From an optimization exercise on the open Yosys and OpenROAD flow, aimed at small area; shortcuts taken in it are not production practice.
Where RTL was checked, it was by simulation tests only, not by an equivalence proof against the original.
Power and IR drop assume default switching activity.

// dpc_5x5
module dpc_5x5(
	input			clk,
	input			reset_n,
	input			bayer_format,
	input	[7:0]	i_dpc_threshold,
	input	[2:0]	i_video_syn,
	input	[7:0]	i_data_r0,
	input	[7:0]	i_data_r1,
	input	[7:0]	i_data_r2,
	input	[7:0]	i_data_r3,
	input	[7:0]	i_data_r4,
	output	[2:0]	o_video_sync,
	output	[7:0]	o_data
);
For scale: ~310 flip-flops, roughly 65 I/O pins, about 12000 µm² of cells after synthesis.
make LEC_CHECK=0 ABC_AREA=1 CAP_MARGIN=20 CORE_MARGIN=2 CORE_UTILIZATION=40 SLEW_MARGIN=20 finish   # period 3.5 ns
run.sh (not shown) runs the stock make flow with config.mk's settings and CLKGATE_MAP_FILE= SYNTH_SCRIPT=/design/flow/synth_recipe.tcl, a recipe that flattens the netlist after the stock synthesis.
The first run finished with negative setup slack left.
Edit:
--- a/flow/design.v
+++ b/flow/design.v
@@ -147,76 +147,74 @@
 		mb = th4(e1);
 		mn = m ? mb : ma;
 		hia = hi | (e & {8{~m}});
 		loa = lo | (~e & {8{m}});
 		e = m ? e1 : e0;
 		mstep2 = {m, mn, hia | (e & {8{~mn}}), loa | (~e & {8{mn}})};
 	end
 endfunction
 wire	[63:0]	w1 = nbrs(g1, s4, s3, s2, s1, s0);
-wire	[7:0]	c_1 = s2[8*(2) +: 8];
 reg		[7:0]	thr;
 always @(posedge clk)
 	thr <= i_dpc_threshold;
-wire	[8:0]	u_c = add8(c_1, ~thr, 1'b1);	 
-wire	[8:0]	v = add8(c_1, thr, 1'b1);		 
+reg		[8:0]	u_c, v;
+always @(posedge clk) begin
+	u_c <= add8(s1[8*(2) +: 8], ~thr, 1'b1);
+	v   <= add8(s1[8*(2) +: 8], thr, 1'b1);
+end
 reg		[7:0]	pos;		 
 reg		[3:0]	neg;		 
 integer	i;
 always @(*) begin
 	for (i = 0; i < 8; i = i + 1)
 		pos[i] = u_c[8] & gt8(u_c[7:0], w1[8*i +: 8]);
 	for (i = 0; i < 4; i = i + 1)
 		neg[i] = ~v[8] & gt8(w1[8*(i+4) +: 8], v[7:0]);
 end
 wire	dec_a = &pos;
 wire	dec_b = (&pos[3:0]) & (&neg);
-wire	[16:0]	q1_7 = mstep(8'h00, 8'h00, bitcol(w1, 7));
-wire	[16:0]	q1_6 = mstep(q1_7[15:8], q1_7[7:0], bitcol(w1, 6));
+wire	[17:0]	q1_7 = mstep2(8'h00, 8'h00, bitcol(w1, 7), bitcol(w1, 6));
 reg		[7:0]	hi2, lo2;
 reg		[7:6]	m2;
 reg				a_2, b_2, g2;
 reg		[5:0]	n1_2, n7_2;
 always @(posedge clk) begin
-	hi2 <= q1_6[15:8];
-	lo2 <= q1_6[7:0];
-	m2 <= {q1_7[16], q1_6[16]};
+	hi2 <= q1_7[15:8];
+	lo2 <= q1_7[7:0];
+	m2 <= {q1_7[17], q1_7[16]};
 	a_2 <= dec_a;
 	b_2 <= dec_b;
 	g2 <= g1;
 	n1_2 <= w1[5:0];
 	n7_2 <= w1[45:40];
 end
 wire	[63:0]	w2x = nbrs(g2, s5, s4, s3, s2, s1);
 wire	[63:0]	w2 = {w2x[63:48], 2'b0, n7_2, w2x[39:8], 2'b0, n1_2};
-wire	[16:0]	q2_5 = mstep(hi2, lo2, bitcol(w2, 5));
-wire	[16:0]	q2_4 = mstep(q2_5[15:8], q2_5[7:0], bitcol(w2, 4));
-wire	[16:0]	q2_3 = mstep(q2_4[15:8], q2_4[7:0], bitcol(w2, 3));
+wire	[17:0]	q2_5 = mstep2(hi2, lo2, bitcol(w2, 5), bitcol(w2, 4));
+wire	[17:0]	q2_3 = mstep2(q2_5[15:8], q2_5[7:0], bitcol(w2, 3), bitcol(w2, 2));
 reg		[7:0]	hi3, lo3;
-reg		[7:3]	m3;
+reg		[7:2]	m3;
 reg				a_3, b_3, g3;
-reg		[2:0]	n1_3, n7_3;
+reg		[1:0]	n1_3, n7_3;
 always @(posedge clk) begin
 	hi3 <= q2_3[15:8];
 	lo3 <= q2_3[7:0];
-	m3 <= {m2, q2_5[16], q2_4[16], q2_3[16]};
+	m3 <= {m2, q2_5[17], q2_5[16], q2_3[17], q2_3[16]};
 	a_3 <= a_2;
 	b_3 <= b_2;
 	g3 <= g2;
-	n1_3 <= n1_2[2:0];
-	n7_3 <= n7_2[2:0];
+	n1_3 <= n1_2[1:0];
+	n7_3 <= n7_2[1:0];
 end
 wire	[63:0]	w3x = nbrs(g3, s6, s5, s4, s3, s2);
-wire	[63:0]	w3 = {w3x[63:48], 5'b0, n7_3, w3x[39:8], 5'b0, n1_3};
-wire	[16:0]	q3_2 = mstep(hi3, lo3, bitcol(w3, 2));
-wire	[16:0]	q3_1 = mstep(q3_2[15:8], q3_2[7:0], bitcol(w3, 1));
-wire	[16:0]	q3_0 = mstep(q3_1[15:8], q3_1[7:0], bitcol(w3, 0));
-wire	[7:0]	med = {m3, q3_2[16], q3_1[16], q3_0[16]};
+wire	[63:0]	w3 = {w3x[63:48], 6'b0, n7_3, w3x[39:8], 6'b0, n1_3};
+wire	[17:0]	q3_1 = mstep2(hi3, lo3, bitcol(w3, 1), bitcol(w3, 0));
+wire	[7:0]	med = {m3, q3_1[17], q3_1[16]};
 wire	[7:0]	c_f = s4[8*(2) +: 8];		 
 wire	[7:0]	p_f = s5[8*(2) +: 8];		 
 reg		[7:0]	d0, d1, d2, d3, d4, d5;
 always @(posedge clk) begin
 	d0 <= a_3 ? med : (b_3 ? c_f : p_f);
 	d1 <= d0;
 	d2 <= d1;
 	d3 <= d2;
 	d4 <= d3;
The new run completed with no timing, DRC or antenna violations.
First-iteration DRC count rises by about 22%.
Setup slack gets better by 0.75 ns.
Utilization drops by 2.8 points.
Final area came out higher by about 2%.
Clock-buffer cell count stays the same.
Sequential power rose by 6.4%.
Cell count increases by about 8%.
Routed wire length goes up by 17%.
Global-route usage went up by 1.7 points.
Non-clock buffer count came out lower by 51.
Power climbs by about 3.7%.
Clock power rises by 6.8%.
Sequential share of layout area climbs by 1.3 points.
Critical path depth goes down by 4.
Only the layout flow was run in the first run of this note; the RTL was not checked for function there.

==> static timing again, ports no longer ideal <==
The results above use ideal ports. As a check the final layouts listed here were re-extracted and re-timed, cells and wires unchanged.
Step 1 (the two cells are an assumption about what drives the block):
set clk [get_ports {clk}]
set_driving_cell -lib_cell sky130_fd_sc_hd__clkbuf_16 $clk
set_driving_cell -lib_cell sky130_fd_sc_hd__buf_2 [delete_from_list [all_inputs] $clk]
Step 2 also shifts input and output timing later by t, the mid clock arrival at the registers, as if the neighbouring blocks saw the same clock.
Slacks: ideal ports / drivers / drivers and shift; pairs: ideal ports / drivers.
| run | t, ns | slack for setup (ns) | worst register clock-pin slew, ns | pins driven straight from the clock port |
|---|---|---|---|---|
| the first run | 0.595 | -0.567 / -0.567 / -0.567 | 0.06 / 0.06 | 1 |
| the second run | 0.561 | 0.180 / 0.180 / 0.180 | 0.06 / 0.06 | 1 |
